Source: an optimization exercise on an open RTL-to-GDS flow (aim: small area and a short achievable clock period). Production flows keep margins and buffers that such runs may drop.
The RTL was checked by simulation tests, not by an equivalence proof against the original design.
Power is estimated from default activity; no workload was simulated.

==> design.v <==
module FIR(Dout,
           Din,
           clk,
           reset);
    output  [17:0]  Dout;
    input   [7:0]   Din;
    input           clk, reset;
    reg [7:0]  x1, x2, x3, x4, x5, x6, x7;
    reg [15:0] S;
    wire s1, c2;
    ha u2 (x2[0], x4[0], s1, c2);
    wire s3, c4;
    fa u4 (x2[1], x4[1], c2, s3, c4);
    wire s5, c6;
    fa u6 (x2[2], x4[2], c4, s5, c6);
    wire s7, c8;
    fa u8 (x2[3], x4[3], c6, s7, c8);
    wire s9, c10;
    fa u10 (x2[4], x4[4], c8, s9, c10);
    wire s11, c12;
    fa u12 (x2[5], x4[5], c10, s11, c12);
    wire s13, c14;
    fa u14 (x2[6], x4[6], c12, s13, c14);
    wire s15, c16;
    fa u16 (x2[7], x4[7], c14, s15, c16);
    wire n17 = ~s1;
    wire n18 = ~s3;
    wire n19 = ~s5;
    wire n20 = ~s7;
    wire n21 = ~s9;
    wire n22 = ~s11;
    wire n23 = ~s13;
    wire n24 = ~s15;
    wire n25 = ~c16;
    wire n26 = ~x7[0];
    wire n27 = ~x7[1];
    wire n28 = ~x7[2];
    wire n29 = ~x7[3];
    wire n30 = ~x7[4];
    wire n31 = ~x7[5];
    wire n32 = ~x7[6];
    wire n33 = ~x7[7];
    wire s34, c35;
    fa u35 (x6[0], n26, Din[0], s34, c35);
    wire s36, c37;
    fa u37 (x6[1], n27, n17, s36, c37);
    wire s38, c39;
    fa u39 (s36, Din[1], c35, s38, c39);
    wire s40, c41;
    fa u41 (x6[2], x3[0], n28, s40, c41);
    wire s42, c43;
    fa u43 (s40, n18, c37, s42, c43);
    wire s44, c45;
    fa u45 (s42, Din[2], c39, s44, c45);
    wire n46 = ~s44;
    wire s47, c48;
    fa u48 (x6[3], x3[1], x7[0], s47, c48);
    wire s49, c50;
    fa u50 (n29, c41, s47, s49, c50);
    wire s51, c52;
    fa u52 (s49, c43, n19, s51, c52);
    wire s53, c54;
    fa u54 (s51, Din[3], c45, s53, c54);
    wire s55, c56;
    ha u56 (s44, s53, s55, c56);
    wire s57, c58;
    fa u58 (x6[0], x6[4], x3[0], s57, c58);
    wire s59, c60;
    fa u60 (x3[2], x7[1], n30, s59, c60);
    wire s61, c62;
    fa u62 (s1, c48, s57, s61, c62);
    wire s63, c64;
    fa u64 (s59, c50, s61, s63, c64);
    wire s65, c66;
    fa u66 (s63, n20, c52, s65, c66);
    wire s67, c68;
    fa u68 (Din[0], Din[4], s65, s67, c68);
    wire s69, c70;
    fa u70 (s67, c54, c56, s69, c70);
    wire s71, c72;
    fa u72 (x6[1], x6[5], x1[0], s71, c72);
    wire s73, c74;
    fa u74 (x5[0], x3[0], x3[1], s73, c74);
    wire s75, c76;
    fa u76 (x3[3], x7[2], n31, s75, c76);
    wire s77, c78;
    fa u78 (s1, c58, c60, s77, c78);
    wire s79, c80;
    fa u80 (s71, s73, s75, s79, c80);
    wire s81, c82;
    fa u82 (s3, c62, s77, s81, c82);
    wire s83, c84;
    fa u84 (s79, c64, s81, s83, c84);
    wire s85, c86;
    fa u86 (Din[1], Din[5], n21, s85, c86);
    wire s87, c88;
    fa u88 (c66, s83, s85, s87, c88);
    wire s89, c90;
    fa u90 (c68, s87, c70, s89, c90);
    wire s91, c92;
    fa u92 (x6[2], x6[6], x1[1], s91, c92);
    wire s93, c94;
    fa u94 (x5[1], x3[1], x3[2], s93, c94);
    wire s95, c96;
    fa u96 (x3[4], x7[3], n32, s95, c96);
    wire s97, c98;
    fa u98 (c72, c74, c76, s97, c98);
    wire s99, c100;
    fa u100 (s91, s93, s95, s99, c100);
    wire s101, c102;
    fa u102 (s3, c78, c80, s101, c102);
    wire s103, c104;
    fa u104 (s97, s99, s5, s103, c104);
    wire s105, c106;
    fa u106 (c82, s101, s103, s105, c106);
    wire s107, c108;
    fa u108 (Din[2], Din[6], c84, s107, c108);
    wire s109, c110;
    fa u110 (s105, n22, c86, s109, c110);
    wire s111, c112;
    fa u112 (s107, c88, s109, s111, c112);
    wire s113, c114;
    ha u114 (s111, c90, s113, c114);
    wire s115, c116;
    fa u116 (x6[3], x6[7], x1[2], s115, c116);
    wire s117, c118;
    fa u118 (x5[2], x3[2], x3[3], s117, c118);
    wire s119, c120;
    fa u120 (x3[5], x7[4], n33, s119, c120);
    wire s121, c122;
    fa u122 (c92, c94, c96, s121, c122);
    wire s123, c124;
    fa u124 (s115, s117, s119, s123, c124);
    wire s125, c126;
    fa u126 (c98, c100, s121, s125, c126);
    wire s127, c128;
    fa u128 (s123, s5, c102, s127, c128);
    wire s129, c130;
    fa u130 (s125, s7, c104, s129, c130);
    wire s131, c132;
    fa u132 (Din[3], Din[7], s127, s131, c132);
    wire s133, c134;
    fa u134 (c106, s129, c108, s133, c134);
    wire s135, c136;
    fa u136 (s131, n23, c110, s135, c136);
    wire s137, c138;
    fa u138 (s133, c112, s135, s137, c138);
    wire s139, c140;
    ha u140 (s137, c114, s139, c140);
    wire s141, c142;
    fa u142 (x6[4], x1[3], x5[3], s141, c142);
    wire s143, c144;
    fa u144 (x3[3], x3[4], x3[6], s143, c144);
    wire s145, c146;
    fa u146 (x7[5], c116, c118, s145, c146);
    wire s147, c148;
    fa u148 (c120, s141, s143, s147, c148);
    wire s149, c150;
    fa u150 (c122, s145, c124, s149, c150);
    wire s151, c152;
    fa u152 (s147, c126, s149, s151, c152);
    wire s153, c154;
    fa u154 (s7, c128, Din[4], s153, c154);
    wire s155, c156;
    fa u156 (s9, c130, s151, s155, c156);
    wire s157, c158;
    fa u158 (c132, s153, s155, s157, c158);
    wire s159, c160;
    fa u160 (c134, s157, n24, s159, c160);
    wire s161, c162;
    fa u162 (c136, c138, s159, s161, c162);
    wire s163, c164;
    ha u164 (s161, c140, s163, c164);
    wire s165, c166;
    fa u166 (x6[5], x1[4], x5[4], s165, c166);
    wire s167, c168;
    fa u168 (x3[4], x3[5], x3[7], s167, c168);
    wire s169, c170;
    fa u170 (x7[6], c142, c144, s169, c170);
    wire s171, c172;
    fa u172 (s165, s167, c146, s171, c172);
    wire s173, c174;
    fa u174 (c148, s169, s171, s173, c174);
    wire s175, c176;
    fa u176 (c150, s173, Din[5], s175, c176);
    wire s177, c178;
    fa u178 (c152, s9, c154, s177, c178);
    wire s179, c180;
    fa u180 (s11, c156, s175, s179, c180);
    wire s181, c182;
    fa u182 (s177, c158, s179, s181, c182);
    wire s183, c184;
    fa u184 (n25, s181, c160, s183, c184);
    wire s185, c186;
    fa u186 (c162, s183, c164, s185, c186);
    wire n187 = ~s185;
    wire s188, c189;
    fa u189 (x6[6], x1[5], x5[5], s188, c189);
    wire s190, c191;
    fa u191 (x3[5], x3[6], x7[7], s190, c191);
    wire s192, c193;
    fa u193 (c166, c168, s188, s192, c193);
    wire s194, c195;
    fa u195 (s190, c170, s192, s194, c195);
    wire s196, c197;
    fa u197 (c172, s194, c174, s196, c197);
    wire s198, c199;
    fa u199 (Din[6], s196, c176, s198, c199);
    wire s200, c201;
    fa u201 (s11, c178, s13, s200, c201);
    wire s202, c203;
    fa u203 (c180, s198, s200, s202, c203);
    wire s204, c205;
    fa u205 (c182, s202, c184, s204, c205);
    wire s206, c207;
    fa u207 (s204, c186, s185, s206, c207);
    wire s208, c209;
    fa u209 (x6[7], x1[6], x5[6], s208, c209);
    wire s210, c211;
    fa u211 (x3[6], x3[7], c189, s210, c211);
    wire s212, c213;
    fa u213 (c191, s208, c193, s212, c213);
    wire s214, c215;
    fa u215 (s210, c195, s212, s214, c215);
    wire s216, c217;
    fa u217 (Din[7], s214, c197, s216, c217);
    wire s218, c219;
    fa u219 (s216, c199, s13, s218, c219);
    wire s220, c221;
    fa u221 (s15, c201, s218, s220, c221);
    wire s222, c223;
    fa u223 (c203, s220, c205, s222, c223);
    wire w224 = ~(s222 ^ c207);
    wire w225 = s222 | c207;
    wire s226, c227;
    fa u227 (x1[7], x5[7], x3[7], s226, c227);
    wire s228, c229;
    fa u229 (c209, s226, c211, s228, c229);
    wire s230, c231;
    fa u231 (c213, s228, c215, s230, c231);
    wire s232, c233;
    fa u233 (s230, c217, c16, s232, c233);
    wire s234, c235;
    fa u235 (s15, c219, s232, s234, c235);
    wire s236, c237;
    fa u237 (c221, s234, c223, s236, c237);
    wire w238 = ~(s236 ^ w225);
    wire w239 = s236 | w225;
    wire s240, c241;
    fa u241 (c227, c229, c231, s240, c241);
    wire s242, c243;
    fa u243 (s240, c16, c233, s242, c243);
    wire s244, c245;
    fa u245 (s242, c235, c237, s244, c245);
    wire w246 = ~(s244 ^ w239);
    wire w247 = s244 | w239;
    wire s248, c249;
    fa u249 (c241, c243, c245, s248, c249);
    wire w250 = ~(s248 ^ w247);
    wire w251 = s248 | w247;
    wire w252 = ~(c249 ^ w251);
    wire w253 = c249 | w251;
    wire [15:0] S_next = {w252, w250, w246, w238, w224, s206, n187, s163, s139, s113, s89, s69, s55, n46, s38, s34};
    always @(posedge clk) begin
        if (reset) begin
            x1 <= 8'd0; x2 <= 8'd0; x3 <= 8'd0; x4 <= 8'd0;
            x5 <= 8'd0; x6 <= 8'd0; x7 <= 8'd0;
            S  <= 16'hFF01;
        end else begin
            x1 <= Din; x2 <= x1; x3 <= x2; x4 <= x3;
            x5 <= x4; x6 <= x5; x7 <= x6;
            S  <= S_next;
        end
    end
    wire [15:0] y;
    outadd ua (S, Din, 1'b0, y);
    assign Dout = {2'b00, y};
endmodule
module outadd(input [15:0] s, input [7:0] d, input [0:0] k, output [15:0] y);
    wire o_w1 = ~d[0];
    wire o_w2 = ~d[1];
    wire o_w3 = ~d[2];
    wire o_w4 = ~d[3];
    wire o_w5 = ~d[4];
    wire o_w6 = ~d[5];
    wire o_w7 = ~d[6];
    wire o_w8 = ~d[7];
    wire o_s9, o_c10;
    fa o_u10 (s[3], d[0], o_w4, o_s9, o_c10);
    wire o_s11, o_c12;
    fa o_u12 (s[4], d[1], o_w5, o_s11, o_c12);
    wire o_s13, o_c14;
    fa o_u14 (s[5], d[2], o_w6, o_s13, o_c14);
    wire o_s15, o_c16;
    fa o_u16 (s[6], d[3], o_w7, o_s15, o_c16);
    wire o_s17, o_c18;
    fa o_u18 (s[7], d[4], o_w8, o_s17, o_c18);
    wire o_s19, o_c20;
    ha o_u20 (s[8], d[5], o_s19, o_c20);
    wire o_s21, o_c22;
    ha o_u22 (s[9], d[6], o_s21, o_c22);
    wire o_s23, o_c24;
    ha o_u24 (s[10], d[7], o_s23, o_c24);
    wire o_s25, o_c26;
    ha o_u26 (s[0], o_w1, o_s25, o_c26);
    wire o_s27, o_c28;
    ha o_u28 (s[1], o_w2, o_s27, o_c28);
    wire o_s29, o_c30;
    ha o_u30 (s[2], o_w3, o_s29, o_c30);
    wire o_s31, o_c32;
    ha o_u32 (o_s11, o_c10, o_s31, o_c32);
    wire o_s33, o_c34;
    ha o_u34 (o_s13, o_c12, o_s33, o_c34);
    wire o_s35, o_c36;
    ha o_u36 (o_s15, o_c14, o_s35, o_c36);
    wire o_s37, o_c38;
    ha o_u38 (o_s17, o_c16, o_s37, o_c38);
    wire o_s39, o_c40;
    ha o_u40 (o_s19, o_c18, o_s39, o_c40);
    wire o_s41, o_c42;
    ha o_u42 (o_s21, o_c20, o_s41, o_c42);
    wire o_s43, o_c44;
    ha o_u44 (o_s23, o_c22, o_s43, o_c44);
    wire o_s45, o_c46;
    ha o_u46 (s[11], o_c24, o_s45, o_c46);
    wire o_w47 = o_c28 | (o_s27 & o_c26);
    wire o_w48 = o_s27 & o_s25;
    wire o_w49 = (o_s9 & o_c30);
    wire o_w50 = o_s9 & o_s29;
    wire o_w51 = o_c34 | (o_s33 & o_c32);
    wire o_w52 = o_s33 & o_s31;
    wire o_w53 = o_c38 | (o_s37 & o_c36);
    wire o_w54 = o_s37 & o_s35;
    wire o_w55 = o_c42 | (o_s41 & o_c40);
    wire o_w56 = o_s41 & o_s39;
    wire o_w57 = o_c46 | (o_s45 & o_c44);
    wire o_w58 = o_s45 & o_s43;
    wire o_w59 = s[13] & s[12];
    wire o_w60 = s[15] & s[14];
    wire o_w61 = o_c30 | (o_s29 & o_w47);
    wire o_w62 = o_s29 & o_w48;
    wire o_w63 = o_w49 | (o_w50 & o_w47);
    wire o_w64 = o_w50 & o_w48;
    wire o_w65 = o_c36 | (o_s35 & o_w51);
    wire o_w66 = o_s35 & o_w52;
    wire o_w67 = o_w53 | (o_w54 & o_w51);
    wire o_w68 = o_w54 & o_w52;
    wire o_w69 = o_c44 | (o_s43 & o_w55);
    wire o_w70 = o_s43 & o_w56;
    wire o_w71 = o_w57 | (o_w58 & o_w55);
    wire o_w72 = o_w58 & o_w56;
    wire o_w73 = s[14] & o_w59;
    wire o_w74 = o_w60 & o_w59;
    wire o_w75 = o_c32 | (o_s31 & o_w63);
    wire o_w76 = o_s31 & o_w64;
    wire o_w77 = o_w51 | (o_w52 & o_w63);
    wire o_w78 = o_w52 & o_w64;
    wire o_w79 = o_w65 | (o_w66 & o_w63);
    wire o_w80 = o_w66 & o_w64;
    wire o_w81 = o_w67 | (o_w68 & o_w63);
    wire o_w82 = o_w68 & o_w64;
    wire o_w83 = (s[12] & o_w71);
    wire o_w84 = s[12] & o_w72;
    wire o_w85 = (o_w59 & o_w71);
    wire o_w86 = o_w59 & o_w72;
    wire o_w87 = (o_w73 & o_w71);
    wire o_w88 = o_w73 & o_w72;
    wire o_w89 = (o_w74 & o_w71);
    wire o_w90 = o_w74 & o_w72;
    wire o_w91 = o_c40 | (o_s39 & o_w81);
    wire o_w92 = o_s39 & o_w82;
    wire o_w93 = o_w55 | (o_w56 & o_w81);
    wire o_w94 = o_w56 & o_w82;
    wire o_w95 = o_w69 | (o_w70 & o_w81);
    wire o_w96 = o_w70 & o_w82;
    wire o_w97 = o_w71 | (o_w72 & o_w81);
    wire o_w98 = o_w72 & o_w82;
    wire o_w99 = o_w83 | (o_w84 & o_w81);
    wire o_w100 = o_w84 & o_w82;
    wire o_w101 = o_w85 | (o_w86 & o_w81);
    wire o_w102 = o_w86 & o_w82;
    wire o_w103 = o_w87 | (o_w88 & o_w81);
    wire o_w104 = o_w88 & o_w82;
    wire o_w105 = o_w89 | (o_w90 & o_w81);
    wire o_w106 = o_w90 & o_w82;
    wire o_w107 = o_s27 ^ o_c26;
    wire o_w108 = o_s29 ^ o_w47;
    wire o_w109 = o_s9 ^ o_w61;
    wire o_w110 = o_s31 ^ o_w63;
    wire o_w111 = o_s33 ^ o_w75;
    wire o_w112 = o_s35 ^ o_w77;
    wire o_w113 = o_s37 ^ o_w79;
    wire o_w114 = o_s39 ^ o_w81;
    wire o_w115 = o_s41 ^ o_w91;
    wire o_w116 = o_s43 ^ o_w93;
    wire o_w117 = o_s45 ^ o_w95;
    wire o_w118 = s[12] ^ o_w97;
    wire o_w119 = s[13] ^ o_w99;
    wire o_w120 = s[14] ^ o_w101;
    wire o_w121 = s[15] ^ o_w103;
    assign y = {o_w121, o_w120, o_w119, o_w118, o_w117, o_w116, o_w115, o_w114, o_w113, o_w112, o_w111, o_w110, o_w109, o_w108, o_w107, o_s25};
endmodule
module fa(input a, input b, input c, output s, output co);
    assign s = a ^ b ^ c;
    assign co = (a & b) | (a & c) | (b & c);
endmodule
module ha(input a, input b, output s, output co);
    assign s = a ^ b;
    assign co = a & b;
endmodule
==> run.sh <==
#!/bin/bash
# synth_recipe.tcl (not shown) runs the flow's synth.tcl, then flattens the netlist and writes it again
# the make line also repeats each setting of config.mk as NAME=value (left out here)
make -C /OpenROAD-flow-scripts/flow DESIGN_CONFIG=/design/flow/config.mk WORK_HOME=/design/flow/orfs CLKGATE_MAP_FILE= SYNTH_SCRIPT=/design/flow/synth_recipe.tcl finish
==> config.mk <==
export PLATFORM = sky130hd
export DESIGN_NAME = FIR
export DESIGN_NICKNAME = FIR
export VERILOG_FILES = /design/flow/design.v
export SDC_FILE = /design/flow/constraint.sdc
export NUM_CORES = 4
export LEC_CHECK = 0
export CAP_MARGIN = 20
export CORE_MARGIN = 2
export CORE_UTILIZATION = 40
export CTS_BUF_LIST = sky130_fd_sc_hd__clkbuf_4
export CTS_CLUSTER_DIAMETER = 60
export CTS_CLUSTER_SIZE = 20
export SETUP_SLACK_MARGIN = 5
export SLEW_MARGIN = 20
export SYNTH_HIERARCHICAL = 1
export SYNTH_MINIMUM_KEEP_SIZE = 0
==> constraint.sdc <==
create_clock -name core_clock -period 12.0 [get_ports {clk}]
set_input_delay 2.4000 -clock core_clock [delete_from_list [all_inputs] [get_ports {clk}]]
set_output_delay 2.4000 -clock core_clock [all_outputs]
set_load 0.01 [all_outputs]
==> results of run 1 <==
## synthesized netlist by cell type, types with 4 or more instances
master    count  area, µm²
a21oi_2       4       35.0
buf_2         6       30.0
buf_4        18        135
dfxtp_1      72       1440
fa_1        112       2240
ha_1         27        338
inv_1        33        124
nand2b_1      6       37.5
nor2_1        7       26.3
nor2b_1      62        388
xnor2_1      10       87.6
## power by group through the flow
stage / clock (mW) / combinational, mW / sequential [mW]
4_1_cts: 0.177 / 0.670 / 0.284
2_1_floorplan: 0 / 0.536 / 0.286
5_1_grt: 0.186 / 0.796 / 0.287
3_3_place_gp: 0 / 0.656 / 0.289
3_5_place_dp: 0 / 0.665 / 0.290
6_report: 0.169 / 0.685 / 0.283
## cells in the final DEF (no fill, tap or decap), types with 3 or more instances in the layout
cell and count:
ha_2 5, ha_4 4, buf_4 13, nor2_1 5, xnor2_1 10, clkbuf_4 13, ha_1 18, nor2b_1 62
inv_1 31, dfxtp_1 70, a21oi_2 4, fa_2 11, a211o_1 3, buf_2 3, clkbuf_2 3, clkdlybuf4s50_1 7
nand2b_1 6, fa_1 101, or2_1 3
## path summary, 6_finish.rpt
kind / slack (ns) / startpoint / to
worst max-delay path: 5.04 / Din[4] / Dout[9]
worst min-delay path: 0.48 / x4[0] / x5[0]
worst max register to register: 5.31 / x3[3] / S[15]
worst min register to register: 0.48 / x4[0] / x5[0]
## area by class of cell
type,count,area [µm²]
fill,1165,6840
multi-input combinational,257,3510
clock inverter,4,70.1
inverter,33,126
timing repair buffer,34,288
sequential,72,1440
clock buffer,11,82.6
tap,172,215
## per-module statistics from Yosys (local to each module, per instance)
module | times used | flip-flops and latches | cell area [µm²]
ha | 19 | 0 | 12.5
FIR | 1 | 72 | 2100
fa | 112 | 0 | 20.0
outadd | 1 | 0 | 536
## metrics by stage
step | util, % | instance area (µm²)
floorplan | - | 5140
global placement | 43.1 | 5420
detailed placement | 43.1 | 5420
CTS | 44.6 | 5600
global route | 45.6 | 5730
finish | 45.6 | 5730
## registers in the layout, summed over array words and instances, names as in the netlist
register / flops
x4: 8
x1: 8
x6: 8
x7: 8
x2: 8
x5: 8
x3: 8
S: 16
## cell families (layout without fill, tap and decap cells)
logic type | Yosys count | in the layout | share of synthesized area, %
adders and majority gates | 139 | 139 | 50.4
and+or+nand+nor | 85 | 85 | 10.1
DFF | 72 | 72 | 28.2
buffers and inverters | 59 | 82 | 6.09
AOI/OAI and AO/OA | 19 | 19 | 3.08
xor gates and xnor gates | 12 | 12 | 2.05
other | 1 | 2 | 0.0733
## routing by layer
layer / up-vias / part of all wire (%) / wire length (µm) / GRT usage (%)
met3: 9 / 3.2 / 262 / 3.71
li1: 1203 / - / - / -
met5: - / 0 / 0 / 0
met1: 1363 / 44 / 3640 / 18.7
met2: 36 / 51 / 4220 / 22.9
met4: 0 / 1.3 / 110 / 4.24
## worst register-to-register path: stages (launching register included)
cell and delay, ns:
dfxtp_1 0.54, fa_1 0.51, fa_1 0.42, fa_1 0.51, fa_1 0.43, fa_1 0.40, fa_1 0.53, fa_1 0.43
fa_1 0.41, fa_1 0.38, fa_1 0.38, fa_1 0.38, fa_1 0.38, fa_1 0.48, inv_1 0.04, ha_2 0.17
xnor2_1 0.12, nand2b_1 0.06
## repair_timing
| action | CTS | global route |
|---|---|---|
| buffers inserted | 2 | 6 |
| gates resized for setup | 63 | 42 |
| pin swaps | 5 | 14 |
| endpoints found under the setup margin | 18 | 12 |
==> results.sh, run 1 <==
export IMPL_hold_ws_ns=0.482
export IMPL_dp_hpwl_mm=6.84
export IMPL_start_util_pct=40.7
export IMPL_finalNetCount=556
export IMPL_path_class="in -> out"
export IMPL_clkTransAtPathRegs_ns=0.10
export IMPL_ios=28
export IMPL_placed_cells=560
export IMPL_die_area_um2=13700
export IMPL_end_kind="output port"
export IMPL_cp_depth=13
export IMPL_grt_pass1_wl_mm=14.2
export IMPL_chipWidth_um=117
export IMPL_hold_path_class="reg -> reg"
export IMPL_diodes=0
export IMPL_synth_seq_area_share_pct=28.2
export IMPL_synthesis_area_um2=5120
export IMPL_pre_cts_ws_ns=3.90
export IMPL_clock_latency_ns=0.43
export IMPL_root_buffer="clkbuf_4"
export IMPL_max_freq_mhz=144
export IMPL_ir_drop_uv=80.4
export IMPL_power_frac_clock_pct=14.9
export IMPL_setup_tns_final_ns=0
export IMPL_power_density_nw_per_um2=198
export IMPL_wl_mm=8.23
export IMPL_path_max_fanout=4
export IMPL_hold_violations=0
export IMPL_r2r_worst_path_cells=17
export IMPL_seqPwrFrac_pct=24.9
export IMPL_vias=2611
export IMPL_ys_seq_elements=72
export IMPL_status="timing/DRC/antenna clean"
export IMPL_pwr_share_comb_pct=60.2
export IMPL_drive_gt1_share_pct=18.5
export IMPL_cts_hold_buffers=0
export IMPL_avgSynthCellArea_um2=13.2
export IMPL_ys_flop_type="dfxtp_1"
export IMPL_syn_to_final_growth_pct=12.0
export IMPL_hold_depth=1
export IMPL_grt_pass1_vias=2907
export IMPL_p_leak_nw=2.45
export IMPL_crit_chain="buf_12, inv_4, fa_1, ha_4, a211oi_4, nor2_4, a21boi_4, a21oi_2, o21bai_1, ha_2, nor2_2, xnor2_1, buf_2"
export IMPL_synth_warnings=7
export IMPL_grt_max_degree=73
export IMPL_intPower_mw=0.717
export IMPL_startpoint_type="input pin"
export IMPL_design_power_total_mw=1.14
export IMPL_grt_antenna_before_repair=0
export IMPL_cts_tree="built"
export IMPL_cts_buffers=9
export IMPL_fin_crit_ns=6.96
export IMPL_p_sw_share_pct=37.0
export IMPL_drtIter0Drc=74
export IMPL_clk_path_buf_depth=2
export IMPL_vias_per_cell=4.48
export IMPL_wire_per_inst_um=14.1
export IMPL_die_h_um=117
export IMPL_gp_routability_congestion=0.832
export IMPL_crit_buf_inv=3
export IMPL_netlist_instances=387
export IMPL_drv_slew=0
export IMPL_maxSlewHeadroom_pct=54.2
export IMPL_htreeDepth=3
export IMPL_cts_sinks=72
export IMPL_tightest_slew_ns=0.687
export IMPL_slowest_stage="fa_1"
export IMPL_fin_skew_ns=0.0164
export IMPL_track_usage_pct=14.1
export IMPL_cpPeakStageDelay_ns=0.58
export IMPL_layout_cells_non_filler=583
export IMPL_num_rows=41
export IMPL_portBuffers=25
export IMPL_cp_arrival_ns=4.56
export IMPL_worst_slack_ns=5.04
export IMPL_firstDrtPassIters=4
export IMPL_async_flop_share_pct=0
export IMPL_drc_errors=0
export IMPL_grt_overflow=0
export IMPL_synthDistinctLibCells=30
export IMPL_setup_violations=0
export IMPL_core_um2=12600
export IMPL_cp_top_family="adder cells"
export IMPL_fin_crit_sh_pct=58.0
export IMPL_crit_required_ns=9.60
export IMPL_ant_nets=0
export IMPL_p_switching_mw=0.420
export IMPL_synth_edf_count=0
export IMPL_rsz0062_at_grt="yes"
export IMPL_max_cap_violations=0
==> run 2, diff against run 1 <==
--- a/config.mk
+++ b/config.mk
@@ -8,9 +8,9 @@
 export CAP_MARGIN = 20
 export CORE_MARGIN = 2
 export CORE_UTILIZATION = 40
-export CTS_BUF_LIST = sky130_fd_sc_hd__clkbuf_4
-export CTS_CLUSTER_DIAMETER = 60
-export CTS_CLUSTER_SIZE = 20
+export CTS_BUF_LIST = sky130_fd_sc_hd__clkbuf_8
+export CTS_CLUSTER_DIAMETER = 100
+export CTS_CLUSTER_SIZE = 30
 export SETUP_SLACK_MARGIN = 5
 export SLEW_MARGIN = 20
 export SYNTH_HIERARCHICAL = 1
==> run 2 against run 1 <==
Still clean on timing, DRC and antenna; register-to-register slack worse by 0.04 ns; first-iteration DRC count rose by 20%; sequential share of layout area down 0.14 points; clock skew is 0.0060 ns lower; sequential power is essentially flat; highest routed layer unchanged.
==> results.sh, run 2 <==
export IMPL_pwr_share_comb_pct=59.8
export IMPL_r2r_worst_path_cells=20
export IMPL_drive_gt1_share_pct=16.6
export IMPL_pre_cts_ws_ns=3.90
export IMPL_intPower_mw=0.770
export IMPL_die_h_um=117
export IMPL_design_power_total_mw=1.20
export IMPL_ys_flop_type="dfxtp_1"
export IMPL_crit_required_ns=9.60
export IMPL_hold_depth=1
export IMPL_synthDistinctLibCells=30
export IMPL_p_leak_nw=2.48
export IMPL_dp_hpwl_mm=6.84
export IMPL_cp_arrival_ns=4.59
export IMPL_final_util_pct=45.8
export IMPL_wl_mm=8.18
export IMPL_die_area_um2=13700
export IMPL_cpPeakStageDelay_ns=0.54
export IMPL_synth_seq_area_share_pct=28.2
export IMPL_tightest_slew_ns=0.674
export IMPL_ios=28
export IMPL_start_util_pct=40.7
export IMPL_crit_chain="buf_4, fa_1, ha_4, a211oi_2, nor2_2, a21boi_4, a21oi_2, o21bai_1, ha_1, nor2_1, xnor2_1, buf_2"
export IMPL_grt_overflow=0
export IMPL_async_flop_share_pct=0
export IMPL_fin_crit_sh_pct=58.2
export IMPL_cts_tree="built"
export IMPL_clkTransAtPathRegs_ns=0.07
export IMPL_ir_drop_uv=94.4
export IMPL_p_switching_mw=0.434
export IMPL_htreeDepth=3
export IMPL_grt_antenna_before_repair=0
export IMPL_p_sw_share_pct=36.1
export IMPL_max_freq_mhz=143
export IMPL_yosysTopAreaCell="fa_1"
export IMPL_clock_latency_ns=0.35
export IMPL_startpoint_type="input pin"
export IMPL_max_cap_violations=0
export IMPL_ant_nets=0
export IMPL_cp_top_family="adder cells"
export IMPL_maxSlewHeadroom_pct=55.1
export IMPL_core_um2=12600
export IMPL_syn_to_final_growth_pct=12.5
export IMPL_wire_per_inst_um=14.1
export IMPL_vias=2602
export IMPL_netlist_instances=387
export IMPL_hold_violations=0
export IMPL_vias_per_cell=4.47
export IMPL_final_common_cell="fa_1"
export IMPL_seqPwrFrac_pct=23.6
export IMPL_cts_buffers=9
export IMPL_yosys_top_cells_area="fa_1, dfxtp_1, nor2b_1"
export IMPL_worst_slack_ns=5.01
export IMPL_synth_edf_count=0
export IMPL_synth_top_cell_area_share_pct=43.8
export IMPL_drv_slew=0
export IMPL_finalNetCount=555
export IMPL_status="timing/DRC/antenna clean"
export IMPL_power_frac_clock_pct=16.6
export IMPL_slowest_stage="fa_1"
export IMPL_grt_max_degree=73
export IMPL_cp_depth=12
export IMPL_hold_path_class="reg -> reg"
export IMPL_path_max_fanout=5
export IMPL_num_rows=41
export IMPL_synthesis_area_um2=5120
export IMPL_crit_buf_inv=2
export IMPL_path_class="in -> out"
export IMPL_grt_pass1_vias=2904
export IMPL_synth_top_cells_by_count="fa_1, dfxtp_1, nor2b_1"
export IMPL_final_cell_mix="fa_1, dfxtp_1, nor2b_1"
export IMPL_setup_tns_final_ns=0
export IMPL_cts_sinks=72
export IMPL_synth_warnings=7
export IMPL_synth_most_common_cell="fa_1"
export IMPL_power_density_nw_per_um2=209
export IMPL_track_usage_pct=14.2
export IMPL_ys_seq_elements=72
export IMPL_root_buffer="clkbuf_8"
export IMPL_regMostFlops="S"
export IMPL_grt_pass1_wl_mm=14.3
export IMPL_clk_path_buf_depth=2
export IMPL_portBuffers=25
export IMPL_setup_violations=0
export IMPL_rsz0062_at_grt="yes"
export IMPL_fin_skew_ns=0.0104
export IMPL_cts_hold_buffers=0
export IMPL_fin_crit_ns=6.99
export IMPL_drc_errors=0
export IMPL_largest_register_ffs=16
export IMPL_end_kind="output port"
export IMPL_firstDrtPassIters=4
export IMPL_drtIter0Drc=89
export IMPL_avgSynthCellArea_um2=13.2
export IMPL_chipWidth_um=117
export IMPL_diodes=0
export IMPL_gp_routability_congestion=0.832
[run 2: cell families (layout without fill, tap and decap cells)]
family | count (synthesis) | count (layout) | share of synthesized area [%]
simple gates | 85 | 85 | 10.1
flops | 72 | 72 | 28.2
fa+ha+maj | 139 | 139 | 50.4
buf+inv | 59 | 81 | 6.09
compound gates | 19 | 19 | 3.08
other cells | 1 | 2 | 0.0733
xor+xnor | 12 | 12 | 2.05
[run 2: power by group through the flow]
stage	clock, mW	combinational, mW	sequential [mW]
finish	0.200	0.720	0.284
global route	0.217	0.835	0.287
CTS	0.209	0.670	0.284
detailed placement	0	0.665	0.290
global placement	0	0.656	0.289
floorplan	0	0.536	0.286
[run 2: metal layers]
layer | vias up | part of all wire (%) | track usage, %
met4 | 0 | 1.3 | 4.24
met2 | 37 | 51 | 22.9
met3 | 10 | 3.7 | 3.86
met1 | 1354 | 44 | 18.9
li1 | 1201 | - | -
met5 | - | 0 | 0
[run 2: what timing repair did]
item | CTS | global route
endpoints found under the hold margin | 0 | 0
pin swaps | 6 | 13
resized for setup | 64 | 32
buffers inserted | 2 | 5
cloned | 0 | 0
endpoints found under the setup margin | 18 | 11
[run 2: area by class of cell]
cell class                      count  area [µm²]
Clock buffer                        9         124
Clock inverter                      6        77.6
Fill cell                        1159        6810
Inverter                           33         124
Multi-Input combinational cell    257        3510
Sequential cell                    72        1440
Tap cell                          172         215
Timing Repair Buffer               33         270
[run 2: stage by stage]
step,hold slack [ns],cells,instance area [µm²]
floorplan,0.442,388,5140
global placement,0.458,560,5420
detailed placement,0.465,560,5420
CTS,0.480,577,5650
global route,0.498,582,5760
finish,0.477,582,5760
[run 2: modules after synthesis (local to each module, per instance)]
module / copies in the design / flops+latches / cells / area, µm²
FIR: 1 / 72 / 182 / 2100
fa: 112 / 0 / 1 / 20.0
ha: 19 / 0 / 1 / 12.5
outadd: 1 / 0 / 74 / 536
[run 2: path summary, 6_finish.rpt]
kind,slack (ns),from,end
worst max-delay path,5.01,Din[1],Dout[9]
worst min-delay path,0.48,x2[0],x3[0]
worst max register to register,5.27,x2[0],S[15]
worst min register to register,0.48,x2[0],x3[0]
[run 2: worst reg2reg max path: cells and delay by family, from the launching register on]
family,cells,cell delay [ns]
adder cells (fa/ha/maj),16,5.99
flip-flops,1,0.31
buffers and inverters,2,0.13
AND/OR/NAND/NOR,1,0.06
XOR/XNOR,1,0.11
==> run 3, diff against run 2 <==
==> flow/run.sh (new file) <==
#!/bin/bash
# Own layout flow: the standard ORFS flow (standard.sh's make command and
# synthesis, unchanged), with these changes after synthesis:
#  - timing repair aims at a setup slack margin of $MARGIN ns,
#  - port buffers are buf_2 cells (ORFS's default pick is a delay cell),
#  - clock tree: clkbuf_8 buffers, larger sink clusters, no dummy loads.
# ORFS writes each tool's log under orfs/logs/; make's output goes to
# make_*.log in this folder.
set -euo pipefail
MARGIN=5
MAKELINE=$(grep '^make ' standard.sh | sed 's/"\${@:-finish}"//')
run_make() { eval "$MAKELINE"' "$@"'; }
run_make synth > make_synth.log 2>&1
run_make "SETUP_SLACK_MARGIN=$MARGIN" \
  "BUFFER_PORTS_ARGS=-buffer_cell sky130_fd_sc_hd__buf_2" \
  "CTS_ARGS=-sink_clustering_enable -repair_clock_nets -dont_use_dummy_load -buf_list sky130_fd_sc_hd__clkbuf_8 -sink_clustering_size 30 -sink_clustering_max_diameter 100" \
  finish > make_finish.log 2>&1
# everything is built: this only writes out/final.def from the final layout
bash standard.sh finish > make_def.log 2>&1
==> standard.sh (new file) <==
#!/bin/bash
# synth_recipe.tcl (not shown) runs the flow's synth.tcl, then flattens the netlist and writes it again
# the make line also repeats each setting of config.mk as NAME=value (left out here)
make -C /OpenROAD-flow-scripts/flow DESIGN_CONFIG=/design/flow/config.mk WORK_HOME=/design/flow/orfs CLKGATE_MAP_FILE= SYNTH_SCRIPT=/design/flow/synth_recipe.tcl "${@:-finish}"
--- a/config.mk
+++ b/config.mk
@@ -8,9 +8,6 @@
 export CAP_MARGIN = 20
 export CORE_MARGIN = 2
 export CORE_UTILIZATION = 40
-export CTS_BUF_LIST = sky130_fd_sc_hd__clkbuf_8
-export CTS_CLUSTER_DIAMETER = 100
-export CTS_CLUSTER_SIZE = 30
 export SETUP_SLACK_MARGIN = 5
 export SLEW_MARGIN = 20
 export SYNTH_HIERARCHICAL = 1
removed: run.sh
==> run 3 against run 2 <==
Die area stayed put; critical endpoint is now S[15]; highest routed layer unchanged; global-route usage decreased by 0.49 points; via count shrank 0.77%; cell count decreased by 1.2%; combinational power grew 2%.
==> results.sh, run 3 <==
export IMPL_status="timing/DRC/antenna clean"
export IMPL_final_common_cell="fa_1"
export IMPL_clkTransAtPathRegs_ns=0.07
export IMPL_dp_hpwl_mm=6.73
export IMPL_drc_errors=0
export IMPL_largest_register_ffs=16
export IMPL_ys_flop_type="dfxtp_1"
export IMPL_max_cap_violations=0
export IMPL_fin_crit_ns=6.98
export IMPL_chipWidth_um=117
export IMPL_routed_top_layer="met4"
export IMPL_synth_edf_count=0
export IMPL_drv_slew=0
export IMPL_drtIter0Drc=92
export IMPL_p_leak_nw=2.41
export IMPL_hold_violations=0
export IMPL_grt_pass1_wl_mm=13.8
export IMPL_vias_per_cell=4.49
export IMPL_cp_arrival_ns=7.21
export IMPL_hold_path_class="reg -> reg"
export IMPL_gp_routability_congestion=0.810
export IMPL_path_class="in -> reg"
export IMPL_end_kind="flip-flop"
export IMPL_tightest_slew_ns=0.673
export IMPL_seq_area_um2=1440
export IMPL_drive_gt1_share_pct=18.9
export IMPL_core_um2=12600
export IMPL_regMostFlops="S"
export IMPL_cts_sinks=72
export IMPL_wl_met3_um=254
export IMPL_synth_warnings=7
export IMPL_ir_drop_uv=122
export IMPL_wl_mm=8.07
export IMPL_slowest_stage="fa_1"
export IMPL_grt_max_degree=73
export IMPL_cpMostUsedCell="ha_4"
export IMPL_final_util_pct=45.0
export IMPL_diodes=0
export IMPL_vias=2582
export IMPL_crit_chain="buf_12, fa_2, fa_2, fa_2, fa_1, ha_2, fa_2, fa_2, ha_4, ha_4, ha_4, fa_1, fa_2, inv_2, ha_4, ha_4, ha_4, ha_4, xnor2_2, nand2b_1"
export IMPL_power_density_nw_per_um2=205
export IMPL_avgSynthCellArea_um2=13.2
export IMPL_portBuffers=25
export IMPL_ant_nets=0
export IMPL_r2r_worst_path_cells=20
export IMPL_pre_cts_ws_ns=4.67
export IMPL_reg2reg_to="S[15]"
export IMPL_num_rows=41
export IMPL_reg2reg_from="x2[0]"
export IMPL_hold_depth=1
export IMPL_rsz0062_at_grt="yes"
export IMPL_grt_antenna_before_repair=0
export IMPL_cts_tree="built"
export IMPL_synth_seq_area_share_pct=28.2
export IMPL_ios=28
export IMPL_multi_input_area_um2=3540
export IMPL_yosysTopAreaCell="fa_1"
export IMPL_synth_top_cells_by_count="fa_1, dfxtp_1, nor2b_1"
export IMPL_startpoint_type="input pin"
export IMPL_crit_required_ns=12.23
export IMPL_clk_path_buf_depth=2
export IMPL_clock_latency_ns=0.36
export IMPL_cp_top_family="adder cells"
export IMPL_setup_tns_final_ns=0
export IMPL_wire_per_inst_um=14.0
export IMPL_hp_start="x5[5]"
export IMPL_placed_area_um2=5300
export IMPL_min_to="x6[5]"
export IMPL_die_area_um2=13700
export IMPL_grt_overflow=0
export IMPL_htreeDepth=3
export IMPL_netlist_instances=387
export IMPL_met2_length_mm=4.12
export IMPL_fillers=1151
export IMPL_ys_seq_elements=72
export IMPL_grt_pass1_vias=2862
export IMPL_fin_crit_sh_pct=58.2
export IMPL_start_util_pct=40.7
export IMPL_synthesis_area_um2=5120
export IMPL_worst_slack_ns=5.02
export IMPL_finalNetCount=554
export IMPL_async_flop_share_pct=0
export IMPL_cts_buffers=9
export IMPL_setup_violations=0
export IMPL_path_max_fanout=4
export IMPL_die_h_um=117
export IMPL_syn_to_final_growth_pct=10.6
export IMPL_cpPeakStageDelay_ns=0.49
export IMPL_synth_top_cell_area_share_pct=43.8
export IMPL_synthDistinctLibCells=30
export IMPL_post_route_cell_area_um2=5660
export IMPL_cp_depth=20
export IMPL_wirelength_met1_mm=3.60
export IMPL_track_usage_pct=13.7
export IMPL_fin_skew_ns=0.0174
export IMPL_final_cell_mix="fa_1, dfxtp_1, nor2b_1"
export IMPL_hold_ws_ns=0.465
export IMPL_synth_most_common_cell="fa_1"
export IMPL_root_buffer="clkbuf_8"
export IMPL_max_freq_mhz=143
export IMPL_cts_hold_buffers=0
export IMPL_firstDrtPassIters=4
export IMPL_r2r_slack_ns=5.19
export IMPL_yosys_top_cells_area="fa_1, dfxtp_1, nor2b_1"
export IMPL_crit_buf_inv=2
export IMPL_maxSlewHeadroom_pct=55.1
## run 3: how the worst max path moves through the flow
stage            from      end  slack [ns]
2_1_floorplan  Din[0]    S[15]        5.00
3_3_place_gp   Din[0]    S[15]        4.72
3_5_place_dp   Din[0]    S[15]        4.67
4_1_cts        Din[4]  Dout[9]        4.98
5_1_grt        Din[5]  Dout[9]        4.87
6_report       Din[0]    S[15]        5.02
## run 3: routing by layer
metal / track usage (%) / up-vias
met5: 0 / -
met4: 5.18 / 0
met3: 3.30 / 7
met2: 22.3 / 30
met1: 17.9 / 1358
li1: - / 1187
## run 3: report_power, final
part           switching, mW  internal (mW)  leakage, nW
clock network         0.0767         0.0668       0.0647
registers             0.0142          0.269        0.590
logic                  0.354          0.382         1.75
total                  0.445          0.718         2.41
## run 3: modules after synthesis (local to each module, per instance)
| module | cell area, µm² | copies in the design | flip-flops and latches | cells inside |
|---|---|---|---|---|
| fa | 20.0 | 112 | 0 | 1 |
| ha | 12.5 | 19 | 0 | 1 |
| outadd | 536 | 1 | 0 | 74 |
| FIR | 2100 | 1 | 72 | 182 |
## run 3: through the flow
stage               power (mW)  cells
CTS                       1.05    571
floorplan                0.822    388
finish                    1.16    575
global placement         0.889    560
detailed placement       0.896    560
global route              1.31    575
## run 3: logic make-up (layout without fill, tap and decap cells)
logic type	count (synthesis)	in the layout	synth area share, %
AO/OA/AOI/OAI	19	19	3.08
XOR/XNOR	12	12	2.05
adder cells (fa/ha/maj)	139	139	50.4
buffers and inverters	59	74	6.09
flip-flops	72	72	28.2
other	1	2	0.0733
AND/OR/NAND/NOR	85	85	10.1
## run 3: area by class of cell
cell class	instances	share of cell area [%]
multi-input cells	257	62.5
well taps	172	3.80
repair buffers	32	3.85
clock buffers	9	2.19
flip-flops and latches	72	25.5
inverters	33	2.19
## run 3: what timing repair did
item,in CTS,in global routing
endpoints found under the setup margin,3,5
pin swaps,4,26
resized for setup,7,35
buffers inserted,2,4
## run 3: worst reg2reg max path: cells and delay by family (launching register included)
family	cells	cell delay [ns]
buf+inv	2	0.12
simple gates	1	0.06
xor+xnor	1	0.14
flops	1	0.31
fa+ha+maj	16	6.10
==> run 4, diff against run 3 <==
--- a/flow/run.sh
+++ b/flow/run.sh
@@ -7,7 +7,7 @@
 # ORFS writes each tool's log under orfs/logs/; make's output goes to
 # make_*.log in this folder.
 set -euo pipefail
-MARGIN=5
+MARGIN=5.5
 MAKELINE=$(grep '^make ' standard.sh | sed 's/"\${@:-finish}"//')
 run_make() { eval "$MAKELINE"' "$@"'; }
 run_make synth > make_synth.log 2>&1
==> run 4 against run 3 <==
Still clean; power increased by 5.4%; clock-buffer cell count unchanged; flip-flop and latch count did not move; clock power is essentially flat; register-to-register slack better by 0.25 ns; cell area up 3.3%; maximum frequency grew 1.2%; critical path type is now in -> out; highest routed layer unchanged.
==> results.sh, run 4 <==
export IMPL_netlist_instances=387
export IMPL_cts_buffers=9
export IMPL_track_usage_pct=14.1
export IMPL_hp_start="x2[0]"
export IMPL_setup_violations=0
export IMPL_fin_skew_ns=0.0138
export IMPL_synth_seq_area_share_pct=28.2
export IMPL_vias_per_cell=4.49
export IMPL_synth_top_cells_by_count="fa_1, dfxtp_1, nor2b_1"
export IMPL_top_usage_layer="met2"
export IMPL_synthDistinctLibCells=30
export IMPL_die_area_um2=13700
export IMPL_reg2reg_from="x2[0]"
export IMPL_regMostFlops="S"
export IMPL_core_um2=12600
export IMPL_ys_seq_elements=72
export IMPL_synthesis_area_um2=5120
export IMPL_finalNetCount=562
export IMPL_cts_sinks=72
export IMPL_start_util_pct=40.7
export IMPL_maxSlewHeadroom_pct=53.2
export IMPL_synth_top_cell_area_share_pct=43.8
export IMPL_die_h_um=117
export IMPL_avgSynthCellArea_um2=13.2
export IMPL_cp_arrival_ns=4.50
export IMPL_portBuffers=25
export IMPL_root_buffer="clkbuf_8"
export IMPL_num_rows=41
export IMPL_power_density_nw_per_um2=210
export IMPL_met1_usage_pct=18.5
export IMPL_async_flop_share_pct=0
export IMPL_dp_hpwl_mm=6.95
export IMPL_largest_register_ffs=16
export IMPL_crit_chain="buf_12, buf_4, fa_1, ha_4, nand4_1, a21oi_2, a21oi_4, a211o_1, xnor2_2, buf_2"
export IMPL_syn_to_final_growth_pct=14.3
export IMPL_synth_most_common_cell="fa_1"
export IMPL_ir_drop_uv=106
export IMPL_ys_flop_type="dfxtp_1"
export IMPL_final_cell_mix="fa_1, dfxtp_1, nor2b_1"
export IMPL_wl_mm=8.37
export IMPL_htreeDepth=3
export IMPL_setup_tns_final_ns=0
export IMPL_ios=28
export IMPL_yosys_top_cells_area="fa_1, dfxtp_1, nor2b_1"
export IMPL_drc_errors=0
export IMPL_tightest_slew_ns=0.702
export IMPL_wire_per_inst_um=14.3
export IMPL_drive_gt1_share_pct=25.3
export IMPL_rsz0062_at_grt="yes"
export IMPL_met3_usage_pct=4.07
export IMPL_slowest_stage="fa_1"
export IMPL_p_leak_nw=2.46
export IMPL_firstDrtPassIters=4
export IMPL_grt_max_degree=73
export IMPL_cts_tree="built"
export IMPL_gp_routability_congestion=0.840
export IMPL_drtIter0Drc=69
export IMPL_path_class="in -> out"
export IMPL_status="timing/DRC/antenna clean"
export IMPL_grt_use_met2_pct=22.4
export IMPL_grt_overflow=0
export IMPL_grt_pass1_wl_mm=14.0
export IMPL_max_freq_mhz=145
export IMPL_worst_slack_ns=5.10
export IMPL_synth_warnings=7
export IMPL_ant_nets=0
export IMPL_grt_pass1_vias=2847
export IMPL_clk_path_buf_depth=2
export IMPL_clkTransAtPathRegs_ns=0.06
export IMPL_pre_cts_ws_ns=4.83
export IMPL_synth_edf_count=0
export IMPL_startpoint_type="input pin"
export IMPL_path_max_fanout=4
export IMPL_crit_required_ns=9.60
export IMPL_grt_antenna_before_repair=0
export IMPL_hold_path_class="reg -> reg"
export IMPL_drv_slew=0
export IMPL_clock_latency_ns=0.35
export IMPL_vias=2617
export IMPL_diodes=0
export IMPL_fin_crit_sh_pct=57.5
export IMPL_max_cap_violations=0
export IMPL_yosysTopAreaCell="fa_1"
export IMPL_crit_path_start="Din[4]"
export IMPL_chipWidth_um=117
export IMPL_hold_violations=0
export IMPL_end_kind="output port"
export IMPL_fin_crit_ns=6.90
export IMPL_final_common_cell="fa_1"
export IMPL_cpPeakStageDelay_ns=0.50
-- run 4: cell types whose count changed in the layout (fill, tap and decap cells not counted), moves of 2 or more --
| cell | delta |
|---|---|
| dfxtp_1 | -4 |
| fa_2 | +9 |
| buf_6 | +5 |
| fa_1 | -9 |
| buf_4 | +6 |
| ha_4 | +2 |
| dfxtp_2 | +4 |
| ha_1 | -2 |
| buf_2 | -3 |
-- run 4: per-module statistics from Yosys (local to each module, per instance) --
module / flip-flops and latches / cells inside
FIR: 72 / 182
outadd: 0 / 74
fa: 0 / 1
ha: 0 / 1
-- run 4: logic make-up after synthesis --
kind of cell / Yosys count / share of synthesized area [%]
AO/OA/AOI/OAI: 19 / 3.08
XOR/XNOR: 12 / 2.05
adder cells (fa/ha/maj): 139 / 50.4
buffers and inverters: 59 / 6.09
flip-flops: 72 / 28.2
other: 1 / 0.0733
AND/OR/NAND/NOR: 85 / 10.1
-- run 4: metrics by stage --
stage	power [mW]	area, µm²	std cells	hold slack [ns]	utilization [%]
after floorplan	0.923	5240	388	0.442	-
after global placement	0.996	5400	560	0.453	43.0
after detailed placement	1.01	5400	560	0.466	43.0
after CTS	1.21	5730	575	0.471	45.6
after global routing	1.36	5850	583	0.483	46.5
final	1.23	5850	583	0.470	46.5
-- run 4: layout make-up --
type,instances,area (µm²)
Tap cell,172,215
Sequential cell,72,1450
Clock buffer,9,124
Multi-Input combinational cell,257,3620
Inverter,33,134
Fill cell,1154,6720
Timing Repair Buffer,40,312
-- run 4: layer usage --
layer  vias up  share of wire, %  routed length, µm
met5         -                 0                  0
met3        12               2.9                245
li1       1211                 -                  -
met1      1353                45               3770
met2        41                50               4200
met4         0               1.8                154
-- run 4: critical path, delay by kind of cell --
family / cells / cell delay, ns
AO/OA/AOI/OAI: 3 / 0.61
adder cells (fa/ha/maj): 2 / 0.80
buffers and inverters: 3 / 0.42
XOR/XNOR: 1 / 0.15
AND/OR/NAND/NOR: 1 / 0.11
-- run 4: path summary, 6_finish.rpt --
path	slack, ns	cells past startpoint	endpoint
max	5.10	10	Dout[15]
min	0.47	1	x3[0]
max reg2reg	5.44	20	S[15]
min reg2reg	0.47	1	x3[0]
-- run 4: repair_timing --
item,in CTS,in global routing
buffers inserted,6,8
pin swaps,15,20
resized for setup,41,12
endpoints found under the setup margin,14,14
cloned,0,0
hold buffers,0,0
-- run 4: power by group --
group | total, mW | leakage, nW | switching, mW | internal, mW
clock | 0.145 | 0.0647 | 0.0781 | 0.0668
combinational | 0.797 | 1.80 | 0.370 | 0.427
sequential | 0.284 | 0.591 | 0.0145 | 0.269
total | 1.23 | 2.46 | 0.463 | 0.763
==> run 5, diff against run 4 <==
--- a/flow/run.sh
+++ b/flow/run.sh
@@ -7,7 +7,7 @@
 # ORFS writes each tool's log under orfs/logs/; make's output goes to
 # make_*.log in this folder.
 set -euo pipefail
-MARGIN=5.5
+MARGIN=6
 MAKELINE=$(grep '^make ' standard.sh | sed 's/"\${@:-finish}"//')
 run_make() { eval "$MAKELINE"' "$@"'; }
 run_make synth > make_synth.log 2>&1
==> run 5 against run 4 <==
Setup slack better by 0.047 ns; utilization up 1.3 points; register-to-register slack about the same; non-clock buffer count increased by 4; routed wire length increased by 2.7%.
==> results.sh, run 5 <==
export IMPL_worst_slack_ns=5.15
export IMPL_start_util_pct=40.7
export IMPL_hp_start="x4[0]"
export IMPL_portBuffers=25
export IMPL_regMostFlops="S"
export IMPL_max_freq_mhz=146
export IMPL_fin_skew_ns=0.0133
export IMPL_synth_edf_count=0
export IMPL_finalNetCount=566
export IMPL_reg2reg_from="x6[2]"
export IMPL_crit_required_ns=9.60
export IMPL_avgSynthCellArea_um2=13.2
export IMPL_clock_latency_ns=0.34
export IMPL_drtIter0Drc=73
export IMPL_ys_flop_type="dfxtp_1"
export IMPL_setup_tns_final_ns=0
export IMPL_tightest_slew_ns=0.678
export IMPL_r2r_slack_ns=5.43
export IMPL_synth_most_common_cell="fa_1"
export IMPL_grt_max_degree=73
export IMPL_grt_antenna_before_repair=0
export IMPL_synth_top_cell_area_share_pct=43.8
export IMPL_power_density_nw_per_um2=204
export IMPL_ir_drop_uv=87.9
export IMPL_chipWidth_um=117
export IMPL_netlist_instances=387
export IMPL_hold_violations=0
export IMPL_cts_sinks=72
export IMPL_startpoint_type="input pin"
export IMPL_firstDrtPassIters=4
export IMPL_diodes=0
export IMPL_hold_depth=1
export IMPL_drv_slew=0
export IMPL_synth_seq_area_share_pct=28.2
export IMPL_largest_register_ffs=16
export IMPL_num_rows=41
export IMPL_placed_cells=560
export IMPL_design_power_total_mw=1.23
export IMPL_wire_per_inst_um=14.6
export IMPL_max_cap_violations=0
export IMPL_ys_seq_elements=72
export IMPL_clk_path_buf_depth=2
export IMPL_cts_tree="built"
export IMPL_fillers=1107
export IMPL_slowest_stage="fa_1"
export IMPL_htreeDepth=3
export IMPL_synthesis_area_um2=5120
export IMPL_path_class="in -> out"
export IMPL_fin_crit_ns=6.85
export IMPL_ant_nets=0
export IMPL_pre_cts_ws_ns=4.84
export IMPL_synth_top_family_by_area="adder cells"
export IMPL_die_h_um=117
export IMPL_synth_warnings=7
export IMPL_drive_gt1_share_pct=28.7
export IMPL_synthMuxAreaShare_pct=0
export IMPL_ios=28
export IMPL_grt_overflow=0
export IMPL_core_um2=12600
export IMPL_p_leak_nw=2.51
export IMPL_path_max_fanout=3
export IMPL_yosys_area_share_simple_pct=10.1
export IMPL_rsz0062_at_grt="yes"
export IMPL_maxSlewHeadroom_pct=54.8
export IMPL_synthAdderAreaFrac_pct=50.4
export IMPL_synth_xor_area_share_pct=2.05
export IMPL_final_util_pct=47.8
export IMPL_dp_hpwl_mm=6.95
export IMPL_yosys_top_cells_area="fa_1, dfxtp_1, nor2b_1"
export IMPL_clkTransAtPathRegs_ns=0.07
export IMPL_wl_mm=8.59
export IMPL_r2r_worst_path_cells=17
export IMPL_synth_compound_area_share_pct=3.08
export IMPL_cts_buffers=9
export IMPL_root_buffer="clkbuf_8"
export IMPL_vias=2647
export IMPL_synthDistinctLibCells=30
export IMPL_track_usage_pct=14.5
export IMPL_vias_per_cell=4.51
export IMPL_syn_to_final_growth_pct=17.4
export IMPL_hold_path_class="reg -> reg"
export IMPL_drc_errors=0
export IMPL_cts_hold_buffers=0
export IMPL_reg2reg_to="S[15]"
export IMPL_cpPeakStageDelay_ns=0.54
export IMPL_min_to="x5[0]"
export IMPL_cpMostUsedCell="nor2_2"
export IMPL_final_cell_mix="fa_1, dfxtp_1, nor2b_1"
export IMPL_status="timing/DRC/antenna clean"
export IMPL_setup_violations=0
export IMPL_grt_pass1_wl_mm=14.7
export IMPL_synth_top_cells_by_count="fa_1, dfxtp_1, nor2b_1"
export IMPL_yosysTopAreaCell="fa_1"
export IMPL_cp_arrival_ns=4.45
export IMPL_fin_crit_sh_pct=57.1
export IMPL_grt_pass1_vias=2983
export IMPL_crit_chain="buf_12, inv_8, fa_1, ha_4, a211oi_2, nor2_2, a21boi_4, a21oi_2, o21bai_1, ha_2, nor2_2, xnor2_1, buf_2"
export IMPL_async_flop_share_pct=0
export IMPL_final_common_cell="fa_1"
export IMPL_end_kind="output port"
export IMPL_gp_routability_congestion=0.802
export IMPL_layout_cells_non_filler=587
export IMPL_die_area_um2=13700
==> run 5: cell count changes in the layout (fill, tap and decap cells not counted), sizes merged <==
| cell | before | now |
|---|---|---|
| buf | 40 | 44 |
==> run 5: critical path, delay by kind of cell <==
kind | cells | cell delay, ns
AND/OR/NAND/NOR | 2 | 0.15
adder cells (fa/ha/maj) | 3 | 0.92
XOR/XNOR | 1 | 0.11
AO/OA/AOI/OAI | 4 | 0.59
buffers and inverters | 3 | 0.26
==> run 5: what timing repair did <==
item                       in CTS  in global routing
hold endpoints to repair        0                  0
setup endpoints to repair      20                 20
setup buffers                  11                  7
gates resized for setup        54                 13
pin swaps                      13                 11
==> run 5: final cells by class <==
type | count | area [µm²] | share of cell area [%]
flip-flops and latches | 72 | 1450 | 24.2
inverters | 33 | 134 | 2.23
clock buffers | 9 | 124 | 2.06
well taps | 172 | 215 | 3.58
repair buffers | 44 | 399 | 6.64
multi-input cells | 257 | 3680 | 61.3
==> run 5: how the worst max path moves through the flow <==
stage / endpoint / slack, ns / startpoint
6_report: Dout[9] / 5.15 / Din[4]
5_1_grt: Dout[9] / 5.01 / Din[4]
4_1_cts: Dout[9] / 5.14 / Din[4]
3_5_place_dp: S[15] / 4.84 / Din[0]
3_3_place_gp: S[15] / 4.91 / Din[0]
2_1_floorplan: S[15] / 5.14 / Din[0]
==> run 5: per-stage QoR <==
stage,area (µm²),hold WS [ns]
2_1_floorplan,5330,0.442
3_3_place_gp,5480,0.452
3_5_place_dp,5480,0.462
4_1_cts,5910,0.472
5_1_grt,6010,0.492
6_report,6010,0.471
==> run 5: per-module statistics from Yosys, one instance, submodules excluded <==
module,area [µm²],copies in the design
fa,20.0,112
FIR,2100,1
outadd,536,1
ha,12.5,19
==> run 5: routing by layer <==
layer,wire length [µm],share of wire [%],track usage (%),vias up
met4,104,1.2,4.24,0
met5,0,0,0,-
met3,256,3.0,3.60,10
met1,3840,45,19.7,1395
met2,4390,51,23.4,28
li1,-,-,-,1214
==> run 5: power by group <==
group          switching (mW)  internal [mW]
clock network          0.0776         0.0669
registers              0.0159          0.269
logic                   0.371          0.424
==> run 5: logic make-up (layout without fill, tap and decap cells) <==
logic type	count (synthesis)	count (layout)
simple gates	85	85
fa+ha+maj	139	139
xor+xnor	12	12
compound gates	19	19
buf+inv	59	86
other cells	1	2
flops	72	72
==> run 6, diff against run 5 <==
--- a/flow/run.sh
+++ b/flow/run.sh
@@ -7,7 +7,7 @@
 # ORFS writes each tool's log under orfs/logs/; make's output goes to
 # make_*.log in this folder.
 set -euo pipefail
-MARGIN=6
+MARGIN=5
 MAKELINE=$(grep '^make ' standard.sh | sed 's/"\${@:-finish}"//')
 run_make() { eval "$MAKELINE"' "$@"'; }
 run_make synth > make_synth.log 2>&1
--- a/config.mk
+++ b/config.mk
@@ -7,7 +7,8 @@
 export LEC_CHECK = 0
 export CAP_MARGIN = 20
 export CORE_MARGIN = 2
-export CORE_UTILIZATION = 40
+export CORE_UTILIZATION = 60
+export PLACE_DENSITY = 0.7
 export SETUP_SLACK_MARGIN = 5
 export SLEW_MARGIN = 20
 export SYNTH_HIERARCHICAL = 1
==> run 6 against run 5 <==
Still clean on timing, DRC and antenna; clock-buffer cell count stayed put; combinational power shrank 5.3%; hold slack improved by 0.0055 ns; die area shrank 32%; setup slack got worse by 0.078 ns; sequential power about the same; routed wire length is 2.7% lower; clock skew grew 0.0054 ns; power down 3.6%; clock power barely moved; critical path type unchanged.
==> results.sh, run 6 <==
export IMPL_met2_length_mm=4.52
export IMPL_synth_edf_count=0
export IMPL_fillers=637
export IMPL_die_h_um=96.4
export IMPL_cts_hold_buffers=0
export IMPL_ys_seq_elements=72
export IMPL_yosysTopAreaCell="fa_1"
export IMPL_synthDistinctLibCells=30
export IMPL_largest_register_ffs=16
export IMPL_grt_pass1_wl_mm=14.2
export IMPL_reg2reg_from="x2[0]"
export IMPL_grt_antenna_before_repair=0
export IMPL_max_cap_violations=0
export IMPL_path_class="in -> out"
export IMPL_cp_arrival_ns=4.53
export IMPL_vias_per_cell=5.19
export IMPL_startpoint_type="input pin"
export IMPL_cts_buffers=9
export IMPL_drv_slew=0
export IMPL_synthesis_area_um2=5120
export IMPL_diodes=0
export IMPL_hold_violations=0
export IMPL_core_um2=8260
export IMPL_die_area_um2=9280
export IMPL_final_cell_mix="fa_1, dfxtp_1, nor2b_1"
export IMPL_num_rows=33
export IMPL_portBuffers=25
export IMPL_cts_tree="built"
export IMPL_fin_crit_ns=6.93
export IMPL_clock_latency_ns=0.34
export IMPL_htreeDepth=3
export IMPL_final_util_pct=68.0
export IMPL_drc_errors=0
export IMPL_fin_skew_ns=0.0188
export IMPL_ant_nets=0
export IMPL_regMostFlops="S"
export IMPL_power_density_nw_per_um2=210
export IMPL_hold_depth=1
export IMPL_netlist_instances=387
export IMPL_tightest_slew_ns=0.691
export IMPL_synth_warnings=7
export IMPL_synth_seq_area_share_pct=28.2
export IMPL_cts_sinks=72
export IMPL_r2r_worst_path_cells=20
export IMPL_fin_crit_sh_pct=57.7
export IMPL_drtIter0Drc=41
export IMPL_drive_gt1_share_pct=20.2
export IMPL_root_buffer="clkbuf_8"
export IMPL_reg2reg_to="S[15]"
export IMPL_wire_per_inst_um=16.2
export IMPL_grt_overflow=0
export IMPL_rsz0062_at_grt="yes"
export IMPL_gp_routability_congestion=0.809
export IMPL_finalNetCount=561
export IMPL_clkTransAtPathRegs_ns=0.07
export IMPL_max_freq_mhz=144
export IMPL_maxSlewHeadroom_pct=53.9
export IMPL_end_kind="output port"
export IMPL_yosys_top_cells_area="fa_1, dfxtp_1, nor2b_1"
export IMPL_dp_hpwl_mm=6.74
export IMPL_r2r_slack_ns=5.24
export IMPL_min_to="x2[6]"
export IMPL_syn_to_final_growth_pct=9.68
export IMPL_status="timing/DRC/antenna clean"
export IMPL_chipWidth_um=96.4
export IMPL_ir_drop_uv=223
export IMPL_synth_top_cells_by_count="fa_1, dfxtp_1, nor2b_1"
export IMPL_hp_start="x1[6]"
export IMPL_path_max_fanout=5
export IMPL_wl_mm=8.36
export IMPL_hold_path_class="reg -> reg"
export IMPL_track_usage_pct=21.2
export IMPL_vias=2675
export IMPL_grt_pass1_vias=2918
export IMPL_crit_required_ns=9.60
export IMPL_wl_met3_um=173
export IMPL_wirelength_met1_mm=3.59
export IMPL_routed_top_layer="met4"
export IMPL_grt_max_degree=73
export IMPL_ios=28
export IMPL_ys_flop_type="dfxtp_1"
export IMPL_synth_most_common_cell="fa_1"
export IMPL_avgSynthCellArea_um2=13.2
export IMPL_synth_top_cell_area_share_pct=43.8
export IMPL_p_leak_nw=2.44
export IMPL_final_common_cell="fa_1"
export IMPL_setup_tns_final_ns=0
export IMPL_setup_violations=0
export IMPL_firstDrtPassIters=4
export IMPL_clk_path_buf_depth=2
export IMPL_async_flop_share_pct=0
export IMPL_start_util_pct=62.0
==> run 6: worst max path at each step <==
stage                       from        to  slack [ns]  depth (start not counted)
final                     Din[7]  Dout[15]        5.07                         10
after global routing      Din[5]   Dout[9]        4.96                         13
after CTS                 Din[4]   Dout[9]        4.98                         13
after detailed placement  Din[0]     S[15]        4.63                         20
after global placement    Din[0]     S[15]        4.71                         20
after floorplan           Din[0]     S[15]        5.00                         19
==> run 6: through the flow <==
stage               setup slack [ns]  hold slack, ns  instance area [µm²]  total power, mW  instances
finish                          5.07           0.476                 5610             1.18        515
detailed placement              4.63           0.469                 5210            0.897        493
CTS                             4.98           0.479                 5400             1.07        506
floorplan                       5.00           0.442                 5140            0.822        388
global placement                4.71           0.453                 5210            0.883        493
global route                    4.96           0.490                 5610             1.31        515
==> run 6: power by group <==
part           switching, mW  total [mW]  internal, mW
registers             0.0154       0.285         0.269
clock network         0.0763       0.143        0.0669
logic                  0.365       0.754         0.389
==> run 6: repair_timing <==
action	4_1_cts	5_1_grt
setup endpoints to repair	3	7
pin swaps	8	20
resized for setup	7	36
buffers inserted	4	9
==> run 6: metal layers <==
metal	up-vias	global-route usage [%]
met4	0	6.69
met1	1429	27.9
li1	1209	-
met3	8	3.52
met2	29	36.3
met5	-	0
==> run 6: logic make-up (layout without fill, tap and decap cells) <==
| logic type | count (synthesis) | after routing | share of synthesized area [%] |
|---|---|---|---|
| adder cells (fa/ha/maj) | 139 | 139 | 50.4 |
| buffers and inverters | 59 | 81 | 6.09 |
| AO/OA/AOI/OAI | 19 | 19 | 3.08 |
| other | 1 | 2 | 0.0733 |
| XOR/XNOR | 12 | 12 | 2.05 |
| flip-flops | 72 | 72 | 28.2 |
| AND/OR/NAND/NOR | 85 | 85 | 10.1 |
==> run 6: per-module statistics from Yosys, one instance, submodules excluded <==
| module | cells inside | copies in the design | flip-flops and latches |
|---|---|---|---|
| outadd | 74 | 1 | 0 |
| fa | 1 | 112 | 0 |
| FIR | 182 | 1 | 72 |
| ha | 1 | 19 | 0 |
==> run 6: worst max-delay path, stage by stage <==
cell     delay (ns)
buf_2          0.19
inv_1          0.08
fa_1           0.43
ha_1           0.37
nand4_1        0.13
a21oi_2        0.22
a21oi_4        0.10
a211o_1        0.28
xnor2_1        0.16
buf_2          0.16
==> run 6: final cells by class <==
class	count	area, µm²	share of cell area (%)
inverter	33	124	2.21
sequential	72	1440	25.7
timing repair buffer	39	274	4.88
tap	105	131	2.34
multi-input combinational	257	3520	62.7
clock buffer	9	124	2.21

[port drivers added, routing unchanged]
How much do the figures lean on ideal ports? The routed layouts below were timed once more, with nothing changed but the port constraints. Step 1 (the two cells are an assumption about what drives the block):
set clk [get_ports {clk}]
set_driving_cell -lib_cell sky130_fd_sc_hd__clkbuf_16 $clk
set_driving_cell -lib_cell sky130_fd_sc_hd__buf_2 [delete_from_list [all_inputs] $clk]
Step 2, shift: input delay + t, output delay - t, t = (earliest + latest rising clock arrival at the registers) / 2. This alone moves slack from input paths to output paths. a / b / c = ideal ports / drivers / drivers and shift; a / b = the first two.
run | t (ns) | setup WS [ns] | worst hold slack (ns) | worst data-port slew with drivers (ns) | cell pins on the clock port's net
run 1 | 0.445 | 5.044 / 4.976 / 4.762 | 0.482 / 0.482 / 0.482 | 0.07 | 1
run 2 | 0.377 | 5.011 / 4.986 / 4.760 | 0.477 / 0.477 / 0.477 | 0.04 | 1
run 3 | 0.378 | 5.022 / 4.997 / 4.625 | 0.465 / 0.465 / 0.465 | 0.06 | 1
run 4 | 0.378 | 5.102 / 5.054 / 4.899 | 0.470 / 0.470 / 0.470 | 0.06 | 1
run 5 | 0.369 | 5.149 / 5.082 / 4.908 | 0.471 / 0.471 / 0.471 | 0.07 | 1
run 6 | 0.361 | 5.071 / 5.033 / 4.764 | 0.476 / 0.476 / 0.476 | 0.06 | 1
After both steps every run listed still meets setup and hold. The setup slack of run 3, which loses most, moves by -0.025 ns with the drivers and by -0.397 ns with both steps.
